This design comes from an exercise in tuning for small area, a short achievable clock period and few clock cycles on the open sky130 flow, not from production work. Where RTL was checked, it was by simulation tests only, not by an equivalence proof against the original. Function not checked in run 6: the RTL went through the layout flow alone. Power is estimated from default activity; no workload was simulated.

==> flow/design.v, too long to show whole: its modules and the start of the top module <==
// module systolic_4x4: 141 lines
// module mac32: 1120 lines
module systolic_4x4 (
    input logic go,
    input logic clk,
    input logic reset,
    output logic done,
    output logic [4:0] t0_addr0,
    input logic [31:0] t0_read_data,
    output logic [4:0] t1_addr0,
    input logic [31:0] t1_read_data,
    output logic [4:0] t2_addr0,
    input logic [31:0] t2_read_data,
    output logic [4:0] t3_addr0,
    input logic [31:0] t3_read_data,
    output logic [4:0] l0_addr0,
    input logic [31:0] l0_read_data,
    output logic [4:0] l1_addr0,
    input logic [31:0] l1_read_data,
    output logic [4:0] l2_addr0,
    input logic [31:0] l2_read_data,
    output logic [4:0] l3_addr0,
    input logic [31:0] l3_read_data,
    output logic [4:0] out_mem_addr0,
    output logic [4:0] out_mem_addr1,
    output logic [31:0] out_mem_write_data,
    output logic out_mem_write_en
);
  // ...
==> flow/flow/run.sh <==
#!/bin/bash
# The standard layout, with timing repair aiming for a setup slack of
# MARGIN ns at the design's clock period (so the repair works on paths the
# 10 ns constraint alone would leave untouched).
set -euo pipefail
MARGIN=6.8
bash standard.sh SETUP_SLACK_MARGIN=$MARGIN finish > standard_finish.log 2>&1
==> flow/standard.sh <==
#!/bin/bash
# synth_recipe.tcl (not shown) runs the flow's synth.tcl, then flattens the netlist and writes it again
# the make line also repeats each setting of config.mk as NAME=value (left out here)
make -C /OpenROAD-flow-scripts/flow DESIGN_CONFIG=/design/flow/config.mk WORK_HOME=/design/flow/orfs CLKGATE_MAP_FILE= SYNTH_SCRIPT=/design/flow/synth_recipe.tcl "${@:-finish}"
==> flow/config.mk <==
export PLATFORM = sky130hd
export DESIGN_NAME = systolic_4x4
export DESIGN_NICKNAME = systolic_4x4
export VERILOG_FILES = /design/flow/design.v
export SDC_FILE = /design/flow/constraint.sdc
export NUM_CORES = 4
export LEC_CHECK = 0
export ABC_AREA = 1
export CAP_MARGIN = 20
export CORE_MARGIN = 2
export CORE_UTILIZATION = 50
export PLACE_DENSITY = 0.6
export SLEW_MARGIN = 20
==> flow/constraint.sdc <==
create_clock -name core_clock -period 10.0 [get_ports {clk}]
set_input_delay 2.0000 -clock core_clock [delete_from_list [all_inputs] [get_ports {clk}]]
set_output_delay 2.0000 -clock core_clock [all_outputs]
set_load 0.01 [all_outputs]
==> results_dict.tcl, run 1 <==
set metrics [dict create \
    outcome "finished clean" \
    fillCellCount 14000 \
    timing.critical_path.to_type "output port" \
    leading_cell_types_in_the_layout_fill_and_taps_excluded "sky130_fd_sc_hd__inv_1, sky130_fd_sc_hd__dfxtp_1, sky130_fd_sc_hd__nand2_1, sky130_fd_sc_hd__xor2_1, sky130_fd_sc_hd__fa_1" \
    cp_slowest_cell "sky130_fd_sc_hd__dfxtp_4" \
    post_synth_most_frequent_cells "sky130_fd_sc_hd__inv_1, sky130_fd_sc_hd__dfxtp_1, sky130_fd_sc_hd__nand2_1" \
    yosys_register_bits 1275 \
    clk_root_buffer_cell "sky130_fd_sc_hd__clkbuf_16" \
    adder_and_majority_gate_portion_of_the_synthesized_area_pct 22.2 \
    grt_start_max_net_pins 65 \
    power_leader "combinational cells" \
    routed_wirelength_um 327000 \
    synth_top_flop_cell "sky130_fd_sc_hd__dfxtp_1" \
    via_per_inst 6.13 \
    grt_use_met1_pct 51.2 \
    first_pass_grt_wire_length_um 461000 \
    fin_skew_ps 35.4 \
    port_buffers 328 \
    clock_path_buffers 3 \
    drv.max_cap_violation_count 0 \
    dr_total_vias 68500 \
    global_route.usage.met2_pct 55.3 \
    critical_path_peak_fanout 1 \
    cp_class "flip-flop to output port" \
    setup_slack_placement_ps 5690 \
    timing.critical_path.max_delay_family "flip-flops" \
    cp_data_required_time_ps 8000 \
    n_multi_input_combinational_cell 5378 \
    ir_drop_mv 0.229 \
    num_antenna_cells 18 \
    starting_density_of_the_core_pct 50.4 \
    buffers_excl_clock 588 \
    die_area_um2 161000 \
    final.period_utilization_pct 34.1 \
    layout.nets 10200 \
    min_to "lr3[2][31]" \
    post_synth.cell_area_avg_um2 9.00 \
]
Testbench counts, summed over its fixed seeds: cycles 3,456.
==> run 2: changes to the inputs <==
==> flow/flow/run.sh (replaced) <==
#!/bin/bash
# The standard layout, with timing repair aiming for a setup slack of
# MARGIN ns at the design's clock period (so the repair works on paths the
# 10 ns constraint alone would leave untouched), and the port buffers made
# with buf_2 cells.
set -euo pipefail
MARGIN=7.0
bash standard.sh SETUP_SLACK_MARGIN=$MARGIN \
  "BUFFER_PORTS_ARGS=-buffer_cell sky130_fd_sc_hd__buf_2" finish > standard_finish.log 2>&1
--- a/flow/config.mk
+++ b/flow/config.mk
@@ -11,2 +11,4 @@
 export CORE_UTILIZATION = 50
+export CTS_CLUSTER_DIAMETER = 100
+export CTS_CLUSTER_SIZE = 20
 export PLACE_DENSITY = 0.6
==> run 2 against run 1 <==
Critical path depth stayed put. Count of clock-buffer cells in the layout decreased by 102. Non-clock buffer count rose by 25. Routed wire length down 0.33%. Synthesized cell count unchanged. Via count down 0.90%. Clock power is about 40% lower. Still clean. First-iteration DRC count down 0.61%. Worst hold slack improved by 8.0 ps.
==> results_dict.tcl, run 2 <==
set metrics [dict create \
    outcome "finished clean" \
    final_antenna_net_count 0 \
    place_inst 10700 \
    setup_slack_placement_ps 5930 \
    via_per_inst 6.14 \
    clock.fmax_mhz 298 \
    power.clock.fraction_pct 12.2 \
    drt_iter0_drc 10100 \
    placement_rows 145 \
    drive_above_1_share_pct 13.7 \
    timing.critical_path.from_type "flip-flop" \
    dr_total_vias 67800 \
    yosys_register_bits 1275 \
    post-synth-top-area-cell "sky130_fd_sc_hd__dfxtp_1" \
    cp_class "flip-flop to output port" \
    synth_top_flop_cell "sky130_fd_sc_hd__dfxtp_1" \
    netSwitchingPower_w 0.0133 \
    chipWidth_um 401 \
    yosys.cell_count.top_type "sky130_fd_sc_hd__inv_1" \
    setup_violating_endpoint_count_in_the_final_report 0 \
    post_synth.cell_area_avg_um2 9.00 \
    static-leakage-power_nw 39.7 \
    cts_hold_buf 0 \
    cp_slowest_cell "sky130_fd_sc_hd__dfxtp_4" \
    clock_path_buffers 3 \
    period_needed_ps 3350 \
    fin_skew_ps 34.3 \
    die_area_um2 161000 \
    cts.htree.levels 3 \
    placed_cell_areas_um2 81600 \
    routedWlPerCell_um 29.5 \
    post_synth_most_frequent_cells "sky130_fd_sc_hd__inv_1, sky130_fd_sc_hd__dfxtp_1, sky130_fd_sc_hd__nand2_1" \
    mostFrequentLayoutCell "sky130_fd_sc_hd__inv_1" \
    tritoncts "done" \
    synth.area.top_cells "sky130_fd_sc_hd__dfxtp_1, sky130_fd_sc_hd__fa_1, sky130_fd_sc_hd__xor2_1" \
    layout.cell_area.non_filler_um2 87700 \
    largest_register_ff_count 452 \
    finalWeightedCongestion 1.09 \
    die_h_um 401 \
    fin_hold_viols 0 \
    asyncSetResetFlopFracSynth_pct 0 \
    final_worst_setup_slack_ps 6650 \
    drv_slew 0 \
    post_synthesis_cells 8761 \
    first_pass_grt_wire_length_um 463000 \
    antenna_found_initial 22 \
    worstMarginPinSlew_ps 901 \
    cts_num_sinks 1275 \
    number_of_global_route_vias_before_repair 65600 \
    p_comb_share_pct 54.5 \
    cp.arrival_ps 1350 \
    ir_drop_mv 0.164 \
    critical_path.max_stage_delay_ps 470 \
    core_area_um2 156000 \
    cp_data_required_time_ps 8000 \
    reg2reg_to "g_mac[0].u_mac.p1[98]" \
    max_flop_register "g_mac.u_mac.p1" \
    min_to "lr3[4][11]" \
    power.density_nw_per_um2 320 \
    layoutNonFillerInstCount 11000 \
    final.period_utilization_pct 33.5 \
    holdPathStages 0 \
    clk-insertion-delay-late_ps 740 \
    timing.critical_path.max_delay_family "flip-flops" \
    synth_cell_types 52 \
    slew-limit-headroom_pct 39.8 \
    critPathBufInv 1 \
    clk_root_buffer_cell "sky130_fd_sc_hd__clkbuf_16" \
    syn-cell-area_um2 78900 \
    routed_wirelength_um 326000 \
    leading_cell_types_in_the_layout_fill_and_taps_excluded "sky130_fd_sc_hd__inv_1, sky130_fd_sc_hd__dfxtp_1, sky130_fd_sc_hd__nand2_1, sky130_fd_sc_hd__xor2_1, sky130_fd_sc_hd__fa_1" \
    p_int_w 0.0148 \
    grt_setup_unrepaired "true" \
    route.detailed.drc 0 \
    port_buffers 328 \
    proportion_of_synthesized_chip_area_in_sequential_cells_pct 32.4 \
    drt_pass1_iterations 10 \
    hold_class "flip-flop to flip-flop" \
    top_regs "g_mac.u_mac.p1: 452 flops, lr: 156 flops" \
    critical_path_peak_fanout 1 \
    timing.critical_path.to_type "output port" \
    r2r-start "lr3[1][4]" \
    synth_top_area_share_pct 32.4 \
    cts-buffers-inserted 79 \
    layout.nets 10200 \
    final.setup.tns_ps 0 \
    clock_edge_transition_at_the_registers_on_the_reported_setup_and_hold_paths_ps 100 \
    grt_use_total_pct 39.4 \
    timing.critical_path.cells "buf_6" \
    grt_start_max_net_pins 65 \
    power_switching_share_pct 47.4 \
    drv.max_cap_violation_count 0 \
    worst_r2r_path_depth 7 \
    dp_hpwl_um 249000 \
    r2r_setup_slack_ps 6930 \
    synthToLayoutAreaGrowth_pct 11.2 \
    starting_density_of_the_core_pct 50.4 \
    grt-ovfl-total 0 \
    seq_power_share_pct 33.3 \
    floorplan.io_pins 343 \
    hold_path_startpoint "lr3[3][11]" \
    synthesis.yosys.warnings 28 \
    synth_enable_flop_cells 0 \
]
==> run 2: cell counts after synthesis <==
No cell type changed its count.
==> run 2: routing by layer <==
layer / global-route usage (%) / vias to the layer above / routed length (um)
li1: - / 29300 / -
met1: 53.1 / 33000 / 131000
met2: 55.3 / 4526 / 132000
met3: 13.8 / 1004 / 42200
met4: 20.4 / 21 / 20900
met5: 0.506 / - / 244
==> run 2: worst max-delay path by stage <==
stage | from | to | slack, ps | cells after the start
finish | wr_data[17] | out_mem_write_data[17] | 6650 | 1
global route | wr_data[17] | out_mem_write_data[17] | 6620 | 1
CTS | wr_data[17] | out_mem_write_data[17] | 6620 | 1
detailed placement | fin[3] | wr_data[26] | 5930 | 14
global placement | fin[3] | wr_data[26] | 5910 | 14
floorplan | go | cnt[6] | 7060 | 6
==> run 2: logic make-up (layout without fill, tap and decap cells) <==
kind of cell / Yosys count / after routing / synth area share [%]
AOI/OAI and AO/OA: 1852 / 1852 / 16.2
xor gates and xnor gates: 873 / 873 / 9.70
adders and majority gates: 980 / 980 / 22.2
buffers and inverters: 2123 / 2317 / 10.7
DFF: 1275 / 1275 / 32.4
muxes: 32 / 32 / 0.406
other: 1 / 26 / 0.00475
and+or+nand+nor: 1625 / 1627 / 8.41
==> run 2: power groups by stage <==
stage | registers (W) | logic (W) | clock network (W)
floorplan | 0.00786 | 0.00995 | 0
global placement | 0.00928 | 0.0139 | 0
detailed placement | 0.00925 | 0.0144 | 0
CTS | 0.00920 | 0.0147 | 0.00348
global route | 0.00935 | 0.0175 | 0.00364
finish | 0.00932 | 0.0153 | 0.00343
==> run 2: final cells by class <==
class	count	area, um^2
clock inverters	20	307
repair inverters	21	108
fillers	14400	68700
flip-flops and latches	1275	25800
well taps	2058	2570
multi-input cells	5378	45900
diodes	12	30.0
inverters	1581	6270
repair buffers	613	4730
clock buffers	82	2010
==> run 2: repair_timing <==
| item | 4_1_cts | 5_1_grt |
|---|---|---|
| gates resized for setup | 345 | 302 |
| pin swaps | 15 | 55 |
| setup buffers | 71 | 78 |
| cloned | 24 | 10 |
| endpoints found under the setup margin | 283 | 154 |
==> run 2: stage by stage <==
step	hold slack [ps]	util, %	total power, W
after floorplan	326	-	0.0178
after global placement	345	52.2	0.0231
after detailed placement	350	52.2	0.0236
after CTS	363	54.9	0.0274
after global routing	367	56.1	0.0305
final	361	56.1	0.0280
==> run 3: changes to the inputs <==
--- a/flow/flow/run.sh
+++ b/flow/flow/run.sh
@@ -6,3 +6,3 @@
 set -euo pipefail
-MARGIN=7.0
+MARGIN=6.75
 bash standard.sh SETUP_SLACK_MARGIN=$MARGIN \
==> run 3 against run 2 <==
First-iteration DRC count fell by 1.7%. Largest cell class unchanged. Register-to-register slack got worse by 190 ps. Sequential share of layout area rose by 0.63 points. Cell count fell by 0.93%. Count of clock-buffer cells in the layout did not move. Largest power group unchanged. Sequential cell count did not move. Utilization fell by 1.4 points.
==> results_dict.tcl, run 3 <==
set metrics [dict create \
    outcome "finished clean" \
    asyncSetResetFlopFracSynth_pct 0 \
    mostFrequentLayoutCell "sky130_fd_sc_hd__inv_1" \
    number_of_global_route_vias_before_repair 65000 \
    ir_drop_mv 0.166 \
    proportion_of_synthesized_chip_area_in_sequential_cells_pct 32.4 \
    r2r_setup_slack_ps 6740 \
    total_stage_count_of_the_critical_path 1 \
    layoutNonFillerInstCount 10900 \
    drv.max_cap_violation_count 0 \
    clock_edge_transition_at_the_registers_on_the_reported_setup_and_hold_paths_ps 90 \
    r2r-start "lr3[1][4]" \
    drt_pass1_iterations 10 \
    first_pass_grt_wire_length_um 459000 \
    port_buffers 328 \
    timing.critical_path.max_delay_family "flip-flops" \
    period_needed_ps 3340 \
    cp_slowest_cell "sky130_fd_sc_hd__dfxtp_4" \
    drt_iter0_drc 9937 \
    slew-limit-headroom_pct 26.1 \
    leading_cell_types_in_the_layout_fill_and_taps_excluded "sky130_fd_sc_hd__inv_1, sky130_fd_sc_hd__dfxtp_1, sky130_fd_sc_hd__nand2_1, sky130_fd_sc_hd__xor2_1, sky130_fd_sc_hd__fa_1" \
    worstMarginPinSlew_ps 1110 \
    hold_class "flip-flop to flip-flop" \
    timing.critical_path.from_type "flip-flop" \
    p_total_w 0.0275 \
    grt_use_total_pct 39.0 \
    starting_density_of_the_core_pct 50.4 \
    static-leakage-power_nw 38.9 \
    power.density_nw_per_um2 322 \
    route.detailed.drc 0 \
    yosys_register_bits 1275 \
    routedWlPerCell_um 29.4 \
    routed_wirelength_um 322000 \
    grt-ovfl-total 0 \
    final.setup.tns_ps 0 \
    drive_above_1_share_pct 9.83 \
    crit_path_end "out_mem_write_data[24]" \
    post_synthesis_cells 8761 \
    cts.htree.levels 3 \
    final_antenna_net_count 0 \
    fin_skew_ps 31.6 \
    layout.nets 10100 \
    post-synth-top-area-cell "sky130_fd_sc_hd__dfxtp_1" \
    synthesis.yosys.warnings 28 \
    grt_start_max_net_pins 65 \
    worst_r2r_path_depth 7 \
    cts_num_sinks 1275 \
    largest_register_ff_count 452 \
    final.period_utilization_pct 33.4 \
    dr_total_vias 67200 \
    die_area_um2 161000 \
    setup_violating_endpoint_count_in_the_final_report 0 \
    die_h_um 401 \
    place_inst 10700 \
    via_per_inst 6.15 \
    synth.area.top_cells "sky130_fd_sc_hd__dfxtp_1, sky130_fd_sc_hd__fa_1, sky130_fd_sc_hd__xor2_1" \
    tritoncts "done" \
    critPathBufInv 1 \
    yosys.cell_count.top_type "sky130_fd_sc_hd__inv_1" \
    clock_path_buffers 3 \
    cts-buffers-inserted 79 \
    cp_class "flip-flop to output port" \
    timing.critical_path.cells "buf_6" \
    cp_data_required_time_ps 8000 \
    synth_top_area_share_pct 32.4 \
    antenna_found_initial 24 \
    clk-insertion-delay-late_ps 740 \
    placement_rows 145 \
    finalWeightedCongestion 1.09 \
    grt_setup_unrepaired "true" \
    critical_path_peak_fanout 1 \
    max_flop_register "g_mac.u_mac.p1" \
    critical_path.max_stage_delay_ps 470 \
    synth_top_flop_cell "sky130_fd_sc_hd__dfxtp_1" \
    timing.critical_path.to_type "output port" \
    post_synth.cell_area_avg_um2 9.00 \
    setup.worst_path.start "wr_data[24]" \
    post_synth_most_frequent_cells "sky130_fd_sc_hd__inv_1, sky130_fd_sc_hd__dfxtp_1, sky130_fd_sc_hd__nand2_1" \
    clk_root_buffer_cell "sky130_fd_sc_hd__clkbuf_16" \
    synth_cell_types 52 \
    top_regs "g_mac.u_mac.p1: 452 flops, lr: 156 flops" \
    synth_enable_flop_cells 0 \
    drv_slew 0 \
    clock.fmax_mhz 299 \
    floorplan.io_pins 343 \
    dp_hpwl_um 249000 \
    chipWidth_um 401 \
    syn-cell-area_um2 78900 \
    reg2reg_to "g_mac[0].u_mac.p1[98]" \
    synthToLayoutAreaGrowth_pct 8.35 \
    cts_hold_buf 0 \
    core_area_um2 156000 \
    fin_hold_viols 0 \
    cp.arrival_ps 1340 \
]
==> run 3: cell families after synthesis <==
logic type      count (synthesis)  synth area share, %
buf+inv                      2123                 10.7
mux                            32                0.406
other cells                     1              0.00475
xor+xnor                      873                 9.70
compound gates               1852                 16.2
flops                        1275                 32.4
simple gates                 1625                 8.41
fa+ha+maj                     980                 22.2
==> run 3: how the worst min path moves through the flow <==
stage | startpoint | to | cells after the start
after detailed placement | lr3[1][24] | lr3[2][24] | 0
after floorplan | t_neg[0][0] | g_mac[0].u_mac.p1[0] | 0
after global routing | lr3[1][24] | lr3[2][24] | 0
after CTS | lr3[1][24] | lr3[2][24] | 0
final | lr3[3][11] | lr3[4][11] | 0
after global placement | lr[1][30] | lr[2][30] | 0
==> run 3: layout make-up <==
cell class	instances	area (um^2)
Antenna cell	10	25.0
Clock buffer	82	2010
Clock inverter	20	307
Fill cell	14600	70900
Inverter	1581	6120
Multi-Input combinational cell	5378	45200
Sequential cell	1275	25700
Tap cell	2058	2570
Timing Repair Buffer	521	3510
Timing Repair inverter	12	62.6
==> run 3: per-stage QoR <==
stage / area, um^2 / setup slack, ps / hold WS (ps) / util [%]
2_1_floorplan: 78900 / 7060 / 326 / -
3_3_place_gp: 81600 / 5910 / 345 / 52.2
3_5_place_dp: 81600 / 5930 / 350 / 52.2
4_1_cts: 84700 / 6620 / 363 / 54.2
5_1_grt: 85400 / 6620 / 367 / 54.6
6_report: 85500 / 6660 / 361 / 54.6
==> run 3: layer usage <==
| layer | vias up | wire, um | global-route usage (%) |
|---|---|---|---|
| li1 | 29100 | - | - |
| met4 | 22 | 20400 | 20.0 |
| met1 | 32600 | 130000 | 53.1 |
| met2 | 4564 | 130000 | 54.8 |
| met5 | - | 275 | 0.535 |
| met3 | 975 | 41300 | 13.0 |
==> run 3: power breakdown <==
part	total, W	internal [W]	switching [W]	leakage (nW)
Sequential	0.00928	0.00718	0.00210	10.7
Combinational	0.0148	0.00573	0.00905	27.0
Clock	0.00343	0.00152	0.00191	1.13
==> run 3: repair_timing <==
item	CTS	global route
resized for setup	166	89
gates cloned	6	11
setup buffers	20	45
endpoints found under the setup margin	180	92
pin swaps	1	5
hold endpoints to repair	0	0
==> run 4: changes to the inputs <==
--- a/flow/flow/run.sh
+++ b/flow/flow/run.sh
@@ -6,3 +6,3 @@
 set -euo pipefail
-MARGIN=6.75
+MARGIN=6.9
 bash standard.sh SETUP_SLACK_MARGIN=$MARGIN \
==> run 4 against run 3 <==
Sequential cell count unchanged. Global-route usage increased by 0.19 points. Sequential power hardly changed. Largest power group unchanged. Count of clock-buffer cells in the layout stayed put. Die area unchanged. Combinational power barely moved. Highest routed layer unchanged. Critical path type unchanged.
==> results_dict.tcl, run 4 <==
set metrics [dict create \
    outcome "finished clean" \
    number_of_global_route_vias_before_repair 65300 \
    first_pass_grt_wire_length_um 461000 \
    clk-insertion-delay-late_ps 740 \
    timing.critical_path.cells "buf_6" \
    grt_setup_unrepaired "true" \
    post_synthesis_cells 8761 \
    yosys.cell_count.top_type "sky130_fd_sc_hd__inv_1" \
    synth_top_flop_cell "sky130_fd_sc_hd__dfxtp_1" \
    port_buffers 328 \
    static-leakage-power_nw 39.3 \
    crit_path_end "out_mem_write_data[17]" \
    clock.fmax_mhz 299 \
    fillCellCount 14500 \
    synthesis.yosys.warnings 28 \
    worstMarginPinSlew_ps 945 \
    chipWidth_um 401 \
    post-synth-top-area-cell "sky130_fd_sc_hd__dfxtp_1" \
    layout.cell_area.non_filler_um2 86700 \
    dr_total_vias 67600 \
    drt_iter0_drc 10100 \
    dp_hpwl_um 249000 \
    drive_above_1_share_pct 11.7 \
    tritoncts "done" \
    final.setup.tns_ps 0 \
    top_regs "g_mac.u_mac.p1: 452 flops, lr: 156 flops" \
    synth.area.top_cells "sky130_fd_sc_hd__dfxtp_1, sky130_fd_sc_hd__fa_1, sky130_fd_sc_hd__xor2_1" \
    synth_cell_types 52 \
    starting_density_of_the_core_pct 50.4 \
    asyncSetResetFlopFracSynth_pct 0 \
    timing.critical_path.max_delay_family "flip-flops" \
    routed_wirelength_um 324000 \
    critical_path.max_stage_delay_ps 470 \
    p_total_w 0.0278 \
    cp_class "flip-flop to output port" \
    multi_input_comb_area_um2 45400 \
    post_synth.cell_area_avg_um2 9.00 \
    clock_path_buffers 3 \
    placement_rows 145 \
    critPathBufInv 1 \
    fin_skew_ps 32.9 \
    sequential_cell_area_um2 25700 \
    antenna_found_initial 25 \
    synthToLayoutAreaGrowth_pct 9.88 \
    timing.critical_path.from_type "flip-flop" \
    setup_violating_endpoint_count_in_the_final_report 0 \
    die_area_um2 161000 \
    reg2reg_to "g_mac[0].u_mac.p1[102]" \
    timing.critical_path.to_type "output port" \
    r2r-start "lr3[1][5]" \
    finalWeightedCongestion 1.09 \
    drv.max_cap_violation_count 0 \
    cp_data_required_time_ps 8000 \
    synth_top_area_share_pct 32.4 \
    mostFrequentLayoutCell "sky130_fd_sc_hd__inv_1" \
    hold_class "flip-flop to flip-flop" \
    layout.nets 10100 \
    yosys_register_bits 1275 \
    proportion_of_synthesized_chip_area_in_sequential_cells_pct 32.4 \
    route.detailed.drc 0 \
    largest_register_ff_count 452 \
    clock_edge_transition_at_the_registers_on_the_reported_setup_and_hold_paths_ps 90 \
    final_antenna_net_count 0 \
    floorplan.io_pins 343 \
    cts_hold_buf 0 \
    cts-buffers-inserted 79 \
    slew-limit-headroom_pct 36.9 \
    grt_use_total_pct 39.2 \
    fin_hold_viols 0 \
    clk_root_buffer_cell "sky130_fd_sc_hd__clkbuf_16" \
    drv_slew 0 \
    synth_enable_flop_cells 0 \
    leading_cell_types_in_the_layout_fill_and_taps_excluded "sky130_fd_sc_hd__inv_1, sky130_fd_sc_hd__dfxtp_1, sky130_fd_sc_hd__nand2_1, sky130_fd_sc_hd__xor2_1, sky130_fd_sc_hd__fa_1" \
    cp_slowest_cell "sky130_fd_sc_hd__dfxtp_4" \
    placed_cell_areas_um2 81600 \
    grt-ovfl-total 0 \
    grt_start_max_net_pins 65 \
    routedWlPerCell_um 29.5 \
    post_synth_most_frequent_cells "sky130_fd_sc_hd__inv_1, sky130_fd_sc_hd__dfxtp_1, sky130_fd_sc_hd__nand2_1" \
    max_flop_register "g_mac.u_mac.p1" \
    cts_num_sinks 1275 \
    drt_pass1_iterations 10 \
    ir_drop_mv 0.165 \
    core_area_um2 156000 \
    syn-cell-area_um2 78900 \
    total_stage_count_of_the_critical_path 1 \
    power.density_nw_per_um2 320 \
    cts.htree.levels 3 \
    setup.worst_path.start "wr_data[17]" \
    final.period_utilization_pct 33.5 \
    r2r_setup_slack_ps 6800 \
    die_h_um 401 \
    via_per_inst 6.15 \
    critical_path_peak_fanout 1 \
    cp.arrival_ps 1350 \
    worst_r2r_path_depth 7 \
    period_needed_ps 3350 \
]
==> run 4: layout make-up <==
cell class,instances,share of cell area [%]
Timing Repair Buffer,573,4.92
Inverter,1581,7.16
Antenna cell,10,0.0289
Timing Repair inverter,18,0.107
Tap cell,2058,2.97
Clock buffer,82,2.32
Multi-Input combinational cell,5378,52.4
Clock inverter,20,0.354
Sequential cell,1275,29.7
==> run 4: cell families after synthesis <==
kind of cell | Yosys count | share of synthesized area (%)
flops | 1275 | 32.4
simple gates | 1625 | 8.41
mux | 32 | 0.406
compound gates | 1852 | 16.2
xor+xnor | 873 | 9.70
other cells | 1 | 0.00475
fa+ha+maj | 980 | 22.2
buf+inv | 2123 | 10.7
==> run 4: report_power, final <==
part / leakage, nW / internal [W] / switching [W]
Clock: 1.13 / 0.00152 / 0.00191
Combinational: 27.4 / 0.00590 / 0.00913
Sequential: 10.7 / 0.00718 / 0.00211
==> run 4: repair_timing <==
action / 4_1_cts / 5_1_grt
pin swaps: 3 / 41
cloned: 18 / 10
setup buffers: 46 / 66
resized for setup: 252 / 201
setup endpoints to repair: 249 / 146
==> run 4: worst min path at each step <==
| stage | depth (start not counted) | startpoint | slack, ps | end |
|---|---|---|---|---|
| 6_report | 0 | lr3[1][24] | 360 | lr3[2][24] |
| 5_1_grt | 0 | lr3[1][24] | 370 | lr3[2][24] |
| 4_1_cts | 0 | lr3[1][24] | 360 | lr3[2][24] |
| 3_5_place_dp | 0 | lr3[1][24] | 350 | lr3[2][24] |
| 3_3_place_gp | 0 | lr[1][30] | 340 | lr[2][30] |
| 2_1_floorplan | 0 | t_neg[0][0] | 330 | g_mac[0].u_mac.p1[0] |
==> run 4: routing by layer <==
layer,vias up,GRT usage (%),routed length (um)
met5,-,0.714,261
met4,19,19.8,20800
met3,1031,13.2,41600
met2,4575,55.4,131000
met1,32800,53.2,130000
li1,29200,-,-
==> run 4: metrics by stage <==
stage               instances  hold slack [ps]  setup slack (ps)  utilization, %
floorplan                8774              326              7060               -
global placement        10700              345              5910            52.2
detailed placement      10700              350              5930            52.2
CTS                     10900              363              6620            54.5
global route            11000              367              6620            55.4
finish                  11000              361              6650            55.4
==> run 5: changes to the inputs <==
--- a/flow/config.mk
+++ b/flow/config.mk
@@ -10,6 +10,6 @@
 export CORE_MARGIN = 2
-export CORE_UTILIZATION = 50
+export CORE_UTILIZATION = 45
 export CTS_CLUSTER_DIAMETER = 100
 export CTS_CLUSTER_SIZE = 20
-export PLACE_DENSITY = 0.6
+export PLACE_DENSITY = 0.5
 export SLEW_MARGIN = 20
==> run 5 against run 4 <==
Still clean. Clock skew fell by 2.8 ps. Synthesized area unchanged. Sequential share of layout area down 0.52 points. Largest cell class unchanged. Largest power group unchanged.
==> results_dict.tcl, run 5 <==
set metrics [dict create \
    timing.critical_path.from_type "flip-flop" \
    outcome "finished clean" \
    final_antenna_net_count 0 \
    grt_setup_unrepaired "true" \
    drive_above_1_share_pct 13.1 \
    route.detailed.drc 0 \
    routedWlPerCell_um 30.3 \
    synthToLayoutAreaGrowth_pct 12.0 \
    critPathBufInv 1 \
    drt_iter0_drc 8492 \
    tritoncts "done" \
    dp_hpwl_um 260000 \
    dr_total_vias 67100 \
    synth_cell_types 52 \
    clock_path_buffers 3 \
    yosys_register_bits 1275 \
    final_worst_setup_slack_ps 6670 \
    drt_pass1_iterations 8 \
    yosys.cell_count.top_type "sky130_fd_sc_hd__inv_1" \
    placement_rows 153 \
    grt_use_total_pct 37.3 \
    setup_violating_endpoint_count_in_the_final_report 0 \
    final.period_utilization_pct 33.3 \
    cp.arrival_ps 1330 \
    timing.critical_path.max_delay_family "flip-flops" \
    grt-ovfl-total 0 \
    starting_density_of_the_core_pct 45.3 \
    fin_skew_ps 30.1 \
    asyncSetResetFlopFracSynth_pct 0 \
    mostFrequentLayoutCell "sky130_fd_sc_hd__inv_1" \
    antenna_found_initial 34 \
    core_area_um2 174000 \
    finalHoldWorstSlack_ps 359 \
    largest_register_ff_count 452 \
    critical_path.max_stage_delay_ps 420 \
    drv.max_cap_violation_count 0 \
    fin_hold_viols 0 \
    static-leakage-power_nw 39.8 \
    floorplan.io_pins 343 \
    max_flop_register "g_mac.u_mac.p1" \
    clk-insertion-delay-late_ps 770 \
    utilization_after_layout_pct 50.8 \
    post-synth-top-area-cell "sky130_fd_sc_hd__dfxtp_1" \
    timing.critical_path.cells "buf_6" \
    leading_cell_types_in_the_layout_fill_and_taps_excluded "sky130_fd_sc_hd__inv_1, sky130_fd_sc_hd__dfxtp_1, sky130_fd_sc_hd__nand2_1, sky130_fd_sc_hd__xor2_1, sky130_fd_sc_hd__fa_1" \
    cts.htree.levels 3 \
    cp_slowest_cell "sky130_fd_sc_hd__dfxtp_4" \
    port_buffers 328 \
    p_total_w 0.0283 \
    clock_edge_transition_at_the_registers_on_the_reported_setup_and_hold_paths_ps 90 \
    synth_top_flop_cell "sky130_fd_sc_hd__dfxtp_1" \
    timing.critical_path.to_type "output port" \
    cts_num_sinks 1275 \
    grt_start_max_net_pins 65 \
    via_per_inst 5.92 \
    first_pass_grt_wire_length_um 480000 \
    worstMarginPinSlew_ps 1060 \
    synthesis.yosys.warnings 28 \
    synth_top_area_share_pct 32.4 \
    synth.area.top_cells "sky130_fd_sc_hd__dfxtp_1, sky130_fd_sc_hd__fa_1, sky130_fd_sc_hd__xor2_1" \
    hold_class "flip-flop to flip-flop" \
    post_synth_most_frequent_cells "sky130_fd_sc_hd__inv_1, sky130_fd_sc_hd__dfxtp_1, sky130_fd_sc_hd__nand2_1" \
    chipWidth_um 423 \
    cp_data_required_time_ps 8000 \
    die_h_um 423 \
    ir_drop_mv 0.268 \
    number_of_global_route_vias_before_repair 65300 \
    post_synth.cell_area_avg_um2 9.00 \
    clk_root_buffer_cell "sky130_fd_sc_hd__clkbuf_16" \
    die_area_um2 179000 \
    layout.nets 10200 \
    finalWeightedCongestion 1.00 \
    syn-cell-area_um2 78900 \
    cp_class "flip-flop to output port" \
    drv_slew 0 \
    slew-limit-headroom_pct 29.1 \
    routed_wirelength_um 344000 \
    period_needed_ps 3330 \
    cts-buffers-inserted 78 \
    top_regs "g_mac.u_mac.p1: 452 flops, lr: 156 flops" \
    critical_path_peak_fanout 1 \
    setup_slack_placement_ps 5610 \
    power.density_nw_per_um2 321 \
    final.setup.tns_ps 0 \
    post_synthesis_cells 8761 \
    proportion_of_synthesized_chip_area_in_sequential_cells_pct 32.4 \
    synth_enable_flop_cells 0 \
    clock.fmax_mhz 300 \
]
-- run 5: worst paths after layout --
| kind | from | endpoint | slack, ps | cells past startpoint |
|---|---|---|---|---|
| min reg2reg | lr[0][0] | lr3[1][0] | 360 | 0 |
| max reg2reg | lr3[2][3] | g_mac[1].u_mac.p1[94] | 6870 | 6 |
| max | wr_data[19] | out_mem_write_data[19] | 6670 | 1 |
| min | lr[0][0] | lr3[1][0] | 360 | 0 |
-- run 5: area by class of cell --
cell class	instances	area, um^2
fillers	16500	85700
multi-input cells	5377	46100
flip-flops and latches	1275	25800
inverters	1581	6170
repair buffers	625	5000
well taps	2325	2910
clock buffers	81	1970
clock inverters	16	226
diodes	49	123
repair inverters	17	87.6
-- run 5: logic make-up (layout without fill, tap and decap cells) --
family,after synthesis,after routing,share of synthesized area (%)
adders and majority gates,980,980,22.2
buffers and inverters,2123,2320,10.7
xor gates and xnor gates,873,873,9.70
muxes,32,32,0.406
other,1,63,0.00475
DFF,1275,1275,32.4
AOI/OAI and AO/OA,1852,1852,16.2
and+or+nand+nor,1625,1626,8.41
-- run 5: timing repair --
action	CTS	global route
pin swaps	16	52
hold buffers	0	0
resized for setup	338	283
setup endpoints to repair	244	136
buffers inserted	51	85
gates cloned	16	17
-- run 5: through the flow --
step,cell area [um^2],std cells
2_1_floorplan,78900,8774
3_3_place_gp,82100,11000
3_5_place_dp,82100,11000
4_1_cts,86100,11200
5_1_grt,88300,11300
6_report,88300,11300
-- run 5: report_power, final --
group | switching [W] | internal [W]
Sequential | 0.00225 | 0.00720
Combinational | 0.00938 | 0.00616
Clock | 0.00190 | 0.00145
Total | 0.0135 | 0.0148
-- run 5: per-layer routing --
layer | GRT usage, % | share of wire [%]
met5 | 0 | 0.042
met4 | 20.4 | 6.3
met3 | 11.7 | 11
met2 | 54.3 | 42
met1 | 48.9 | 41
==> module systolic_4x4, before the edit <==
module systolic_4x4 (
    input logic go,
    input logic clk,
    input logic reset,
    output logic done,
    output logic [4:0] t0_addr0,
    input logic [31:0] t0_read_data,
    output logic [4:0] t1_addr0,
    input logic [31:0] t1_read_data,
    output logic [4:0] t2_addr0,
    input logic [31:0] t2_read_data,
    output logic [4:0] t3_addr0,
    input logic [31:0] t3_read_data,
    output logic [4:0] l0_addr0,
    input logic [31:0] l0_read_data,
    output logic [4:0] l1_addr0,
    input logic [31:0] l1_read_data,
    output logic [4:0] l2_addr0,
    input logic [31:0] l2_read_data,
    output logic [4:0] l3_addr0,
    input logic [31:0] l3_read_data,
    output logic [4:0] out_mem_addr0,
    output logic [4:0] out_mem_addr1,
    output logic [31:0] out_mem_write_data,
    output logic out_mem_write_en
);
  localparam int LAT = 2;
  localparam int D = 2;
  localparam int LAST = 67 + D + LAT;
  logic [6:0] cnt;
  logic [3:0] l_addr;
  logic [3:0] t_addr [4];
  logic [1:0] row;           
  logic [31:0] lr [4+D-1];
  logic [31:0] lr3 [1:4];    
  logic [9:0] t_s1 [4];
  logic [9:0] t_s2 [4];
  logic [9:0] t_s3 [4];
  logic [9:0] t_s4 [4];
  logic [9:0] t_neg [4];
  logic [1:0] t_e [4];
  logic [3:0] first;
  logic [31:0] acc_s [4];    
  logic [31:0] acc_c [4];
  logic [31:0] ns [4];
  logic [31:0] nc [4];
  logic [3:0] fin;           
  logic [1:0] wr_row;
  logic [1:0] wr_col;
  logic [31:0] wr_data;
  logic wr_en;
  logic done_r;
  always_ff @(posedge clk) begin
    if (reset) begin
      cnt <= '0;
      l_addr <= '0;
      row <= '0;
      for (int j = 0; j < 4; j++) t_addr[j] <= 4'(-(j + D - 1));
      first <= '0;
      fin <= '0;
      wr_en <= 1'b0;
      done_r <= 1'b0;
    end else if (go) begin
      if (cnt != LAST) cnt <= cnt + 7'd1;
      l_addr <= l_addr + 4'd1;
      if (l_addr == 4'd15) row <= row + 2'd1;
      for (int j = 0; j < 4; j++) t_addr[j] <= t_addr[j] + 4'd1;
      for (int j = 0; j < 4; j++)
        first[j] <= (t_addr[j] == 4'(LAT - 1)) && (cnt >= 7'(j + D + LAT - 2)) && (cnt <= 7'(j + D + LAT + 46));
      for (int j = 0; j < 4; j++)
        fin[j] <= (t_addr[j] == 4'(LAT - 1)) && (cnt >= 7'(j + D + LAT + 14)) && (cnt <= 7'(j + D + LAT + 62));
      wr_en <= |fin;
      done_r <= (cnt == 7'(LAST - 1));
    end
  end
  function automatic [9:0] booth_sel(input logic [31:0] b, input int k);
    logic [2:0] v;
    logic x3;
    for (int r = 0; r < 10; r++) begin
      v = 3'({1'b0, b[3*r+1], 1'b0}) + 3'(b[3*r]) + 3'((r > 0) ? b[3*r-1] : 1'b0);
      x3 = b[3*r+2];
      booth_sel[r] = x3 ? (3'(4 - k) == v) : (3'(k) == v);
    end
  endfunction
  function automatic [9:0] booth_neg(input logic [31:0] b);
    for (int r = 0; r < 10; r++) booth_neg[r] = b[3*r+2];
  endfunction
  logic [31:0] td [4];
  assign td[0] = t0_read_data;
  assign td[1] = t1_read_data;
  assign td[2] = t2_read_data;
  assign td[3] = t3_read_data;
  logic [31:0] ld;
  assign ld = (row == 2'd0) ? l0_read_data :
              (row == 2'd1) ? l1_read_data :
              (row == 2'd2) ? l2_read_data : l3_read_data;
  always_ff @(posedge clk) begin
    logic [1:0] sel;
    lr[0] <= ld;
    for (int j = 1; j < 5; j++) lr[j] <= lr[j-1];
    lr3[1] <= lr[0] + {lr[0][30:0], 1'b0};
    for (int j = 2; j < 5; j++) lr3[j] <= lr3[j-1];
    for (int j = 0; j < 4; j++) begin
      t_s1[j] <= booth_sel(td[j], 1);
      t_s2[j] <= booth_sel(td[j], 2);
      t_s3[j] <= booth_sel(td[j], 3);
      t_s4[j] <= booth_sel(td[j], 4);
      t_neg[j] <= booth_neg(td[j]);
      t_e[j] <= {td[j][31] ^ (td[j][30] & td[j][29]), td[j][30] ^ td[j][29]};
    end
    for (int j = 0; j < 4; j++) begin
      acc_s[j] <= ns[j];
      acc_c[j] <= nc[j];
    end
    sel = fin[1] ? 2'd1 : fin[2] ? 2'd2 : fin[3] ? 2'd3 : 2'd0;
    wr_data <= acc_s[sel] + acc_c[sel];
    wr_col <= sel;
    wr_row <= 2'((cnt - 7'(sel) - 7'(D + LAT)) >> 4);
  end
  for (genvar j = 0; j < 4; j++) begin : g_mac
    mac32 u_mac (
        .clk(clk),
        .a(lr[j+1]), .a3(lr3[j+1]), .bs1(t_s1[j]), .bs2(t_s2[j]), .bs3(t_s3[j]), .bs4(t_s4[j]),
        .bneg(t_neg[j]), .be(t_e[j]),
        .si(first[j] ? 32'd0 : acc_s[j]), .ci(first[j] ? 32'd0 : acc_c[j]),
        .so(ns[j]), .co(nc[j]));
  end
  assign done = done_r;
  assign out_mem_write_en = wr_en;
  assign out_mem_write_data = wr_data;
  assign out_mem_addr0 = {3'd0, wr_row};
  assign out_mem_addr1 = {3'd0, wr_col};
  assign l0_addr0 = {1'b0, l_addr};
  assign l1_addr0 = {1'b0, l_addr};
  assign l2_addr0 = {1'b0, l_addr};
  assign l3_addr0 = {1'b0, l_addr};
  assign t0_addr0 = {1'b0, t_addr[0]};
  assign t1_addr0 = {1'b0, t_addr[1]};
  assign t2_addr0 = {1'b0, t_addr[2]};
  assign t3_addr0 = {1'b0, t_addr[3]};
endmodule
==> run 6: changes to the inputs <==
--- a/flow/design.v
+++ b/flow/design.v
@@ -27,3 +27,3 @@
   localparam int LAT = 2;
-  localparam int D = 2;
+  localparam int D = 1;
   localparam int LAST = 67 + D + LAT;
@@ -34,3 +34,3 @@
   logic [31:0] lr [4+D-1];
-  logic [31:0] lr3 [1:4];    
+  logic [31:0] lr3 [4];      
   logic [9:0] t_s1 [4];
@@ -99,5 +99,7 @@
     lr[0] <= ld;
-    for (int j = 1; j < 5; j++) lr[j] <= lr[j-1];
-    lr3[1] <= lr[0] + {lr[0][30:0], 1'b0};
-    for (int j = 2; j < 5; j++) lr3[j] <= lr3[j-1];
+    lr3[0] <= ld + {ld[30:0], 1'b0};
+    for (int j = 1; j < 4; j++) begin
+      lr[j] <= lr[j-1];
+      lr3[j] <= lr3[j-1];
+    end
     for (int j = 0; j < 4; j++) begin
@@ -122,3 +124,3 @@
         .clk(clk),
-        .a(lr[j+1]), .a3(lr3[j+1]), .bs1(t_s1[j]), .bs2(t_s2[j]), .bs3(t_s3[j]), .bs4(t_s4[j]),
+        .a(lr[j]), .a3(lr3[j]), .bs1(t_s1[j]), .bs2(t_s2[j]), .bs3(t_s3[j]), .bs4(t_s4[j]),
         .bneg(t_neg[j]), .be(t_e[j]),
--- a/flow/config.mk
+++ b/flow/config.mk
@@ -10,6 +10,6 @@
 export CORE_MARGIN = 2
-export CORE_UTILIZATION = 45
+export CORE_UTILIZATION = 50
 export CTS_CLUSTER_DIAMETER = 100
 export CTS_CLUSTER_SIZE = 20
-export PLACE_DENSITY = 0.5
+export PLACE_DENSITY = 0.6
 export SLEW_MARGIN = 20
==> run 6 against run 5 <==
Sequential share of layout area decreased by 0.85 points. Synthesized area down 1.0%. Sequential power decreased by 3.2%. Critical path depth did not move. Final area is 0.34% higher. First-iteration DRC count is 25% higher. Clock skew rose by 9.0 ps. Count of clock-buffer cells in the layout up 2. Power up 0.77%. Utilization grew 6.6 points. Clock power shrank 2%. Cell count decreased by 2.5%. Critical path type unchanged. Largest power group unchanged.
==> results_dict.tcl, run 6 <==
set metrics [dict create \
    power.density_nw_per_um2 322 \
    slew-limit-headroom_pct 29.2 \
    grt.busiest_layer "met2" \
    synth.area.top_cells "sky130_fd_sc_hd__dfxtp_1, sky130_fd_sc_hd__fa_1, sky130_fd_sc_hd__xor2_1" \
    r2r-start "row[0]" \
    syn-cell-area_um2 78000 \
    chipWidth_um 399 \
    proportion_of_synthesized_chip_area_in_sequential_cells_pct 31.9 \
    hold_class "flip-flop to flip-flop" \
    route.detailed.drc 0 \
    synth_cell_types 56 \
    critical_path.max_stage_delay_ps 520 \
    critical_path_peak_fanout 1 \
    timing.critical_path.from_type "flip-flop" \
    yosys.cell_count.top_type "sky130_fd_sc_hd__inv_1" \
    global_route.usage.met2_pct 57.6 \
    asyncSetResetFlopFracSynth_pct 0 \
    post_synth_most_frequent_cells "sky130_fd_sc_hd__inv_1, sky130_fd_sc_hd__dfxtp_1, sky130_fd_sc_hd__nand2_1" \
    grt_start_max_net_pins 59 \
    clock_edge_transition_at_the_registers_on_the_reported_setup_and_hold_paths_ps 90 \
    place_inst 10700 \
    die_h_um 399 \
    cp_data_required_time_ps 8000 \
    worstMarginPinSlew_ps 1060 \
    drive_above_1_share_pct 16.0 \
    synthToLayoutAreaGrowth_pct 13.5 \
    synthesis.yosys.warnings 28 \
    first_pass_grt_wire_length_um 474000 \
    p_int_w 0.0148 \
    cts.htree.levels 3 \
    seq_power_share_pct 32.0 \
    routedWlPerCell_um 30.6 \
    finalWeightedCongestion 1.01 \
    largest_register_ff_count 452 \
    final.period_utilization_pct 33.8 \
    hold_path_startpoint "lr3[1][3]" \
    critPathBufInv 1 \
    placement_rows 144 \
    p_comb_share_pct 56.5 \
    mostFrequentLayoutCell "sky130_fd_sc_hd__inv_1" \
    synth_enable_flop_cells 0 \
    power_switching_share_pct 48.1 \
    drt_iter0_drc 10700 \
    post_synth.cell_area_avg_um2 8.94 \
    core_area_um2 155000 \
    clk_root_buffer_cell "sky130_fd_sc_hd__clkbuf_16" \
    met3_usage_pct 15.3 \
    setup.worst_path.start "wr_data[26]" \
    cts_num_sinks 1243 \
    timing.critical_path.cells "buf_6" \
    final_antenna_net_count 0 \
    grt-ovfl-total 0 \
    layout.nets 10200 \
    fin_skew_ps 39.1 \
    cts-buffers-inserted 77 \
    dr_total_vias 69000 \
    drv_slew 0 \
    routed_wirelength_um 339000 \
    max_flop_register "g_mac.u_mac.p1" \
    synth_top_area_share_pct 31.9 \
    power.clock.fraction_pct 11.5 \
    setup_violating_endpoint_count_in_the_final_report 0 \
    drt_pass1_iterations 10 \
    via_per_inst 6.24 \
    cp_slowest_cell "sky130_fd_sc_hd__dfxtp_4" \
    synth_top_flop_cell "sky130_fd_sc_hd__dfxtp_1" \
    outcome "finished clean" \
    cp_class "flip-flop to output port" \
    grt_use_met1_pct 55.9 \
    starting_density_of_the_core_pct 50.5 \
    antenna_found_initial 42 \
    die_area_um2 159000 \
    drv.max_cap_violation_count 0 \
    number_of_global_route_vias_before_repair 66100 \
    p_total_w 0.0286 \
    port_buffers 328 \
    timing.critical_path.max_delay_family "flip-flops" \
    post-synth-top-area-cell "sky130_fd_sc_hd__dfxtp_1" \
    clock.fmax_mhz 296 \
    clock_path_buffers 3 \
    tritoncts "done" \
    netSwitchingPower_w 0.0137 \
    yosys_register_bits 1243 \
    dp_hpwl_um 252000 \
    grt_setup_unrepaired "true" \
    static-leakage-power_nw 39.8 \
    period_needed_ps 3380 \
    leading_cell_types_in_the_layout_fill_and_taps_excluded "sky130_fd_sc_hd__inv_1, sky130_fd_sc_hd__dfxtp_1, sky130_fd_sc_hd__nand2_1, sky130_fd_sc_hd__xor2_1, sky130_fd_sc_hd__fa_1" \
    timing.critical_path.to_type "output port" \
    ir_drop_mv 0.194 \
    layoutNonFillerInstCount 11100 \
    grt_use_total_pct 41.5 \
    clk-insertion-delay-late_ps 730 \
    final.setup.tns_ps 0 \
    floorplan.io_pins 343 \
    fin_hold_viols 0 \
    post_synthesis_cells 8730 \
    cp.arrival_ps 1380 \
]
[run 6: power groups by stage]
stage	Clock [W]	Sequential, W	Combinational [W]
2_1_floorplan	0	0.00772	0.00996
3_3_place_gp	0	0.00905	0.0143
3_5_place_dp	0	0.00904	0.0149
4_1_cts	0.00331	0.00900	0.0153
5_1_grt	0.00349	0.00916	0.0182
6_report	0.00328	0.00915	0.0161
[run 6: metrics by stage]
stage / instance area (um^2) / util (%) / worst slack, ps / hold WS (ps)
2_1_floorplan: 78200 / - / 6190 / 326
3_3_place_gp: 80800 / 52.3 / 5600 / 344
4_1_cts: 85800 / 55.5 / 6610 / 350
5_1_grt: 88600 / 57.3 / 6570 / 349
3_5_place_dp: 80800 / 52.3 / 5530 / 344
6_report: 88600 / 57.3 / 6620 / 341
[run 6: cells by family after synthesis]
family | after synthesis | synth area share [%]
AOI/OAI and AO/OA | 1865 | 16.5
xor gates and xnor gates | 880 | 9.89
adders and majority gates | 980 | 22.5
buffers and inverters | 2112 | 10.7
DFF | 1243 | 31.9
other | 1 | 0.00480
and+or+nand+nor | 1649 | 8.56
[run 6: repair_timing]
item / in CTS / in global routing
endpoints found under the hold margin: 0 / 0
pin swaps: 49 / 110
hold buffers: 0 / 0
cloned: 27 / 15
endpoints found under the setup margin: 255 / 177
gates resized for setup: 449 / 430
buffers inserted: 101 / 108
[run 6: area by class of cell]
class	count	area (um^2)
inverter	1572	6320
timing repair buffer	670	5180
antenna	19	47.5
timing repair inverter	25	149
tap	2044	2560
fill	14000	66000
clock buffer	83	2000
sequential	1243	25100
clock inverter	17	198
multi-input combinational	5388	47100
[run 6: worst paths after layout]
kind,to,slack [ps],depth (start not counted)
max reg2reg,lr3[0][11],6790,15
min reg2reg,lr3[2][3],340,0
max,out_mem_write_data[26],6620,1
min,lr3[2][3],340,0
[run 6: layer usage]
metal  up-vias  wire length (um)
met5         -               311
met4        40             22700
met3      1087             45400
met2      4883            135000
met1     33700            135000
li1      29300                 -

[what the ideal ports hide]
The results above use ideal ports. As a check the final layouts listed here were re-extracted and re-timed, cells and wires unchanged. Step 1: set_driving_cell puts a clkbuf_16 on clk and a buf_2 on each other input, an assumption about the parent block. Step 2 times the ports against the registers' clock, not the clock port: input delays grow and output delays shrink by t, the midpoint of the rising clock arrivals with the driver on. Slacks: no drivers / after step 1 / after step 2; pairs: no drivers / after step 1.
run	t (ns)	setup slack, ns	worst hold slack (ns)	clock arrival spread, ns	pins driven straight from the clock port
run 1	0.883	6.594 / 6.504 / 6.063	0.353 / 0.353 / 0.353	0.044 / 0.045	1
run 2	0.813	6.647 / 6.559 / 6.308	0.361 / 0.361 / 0.361	0.036 / 0.036	1
run 3	0.810	6.659 / 6.571 / 6.106	0.361 / 0.361 / 0.361	0.035 / 0.035	1
run 4	0.813	6.653 / 6.566 / 6.317	0.361 / 0.361 / 0.361	0.036 / 0.036	1
run 5	0.846	6.672 / 6.585 / 6.371	0.359 / 0.359 / 0.359	0.032 / 0.032	1
run 6	0.793	6.622 / 6.540 / 5.886	0.341 / 0.341 / 0.341	0.044 / 0.044	1
After both steps every run listed still meets setup and hold. The setup slack of run 6, which loses most, moves by -0.082 ns with the drivers and by -0.736 ns with both steps.
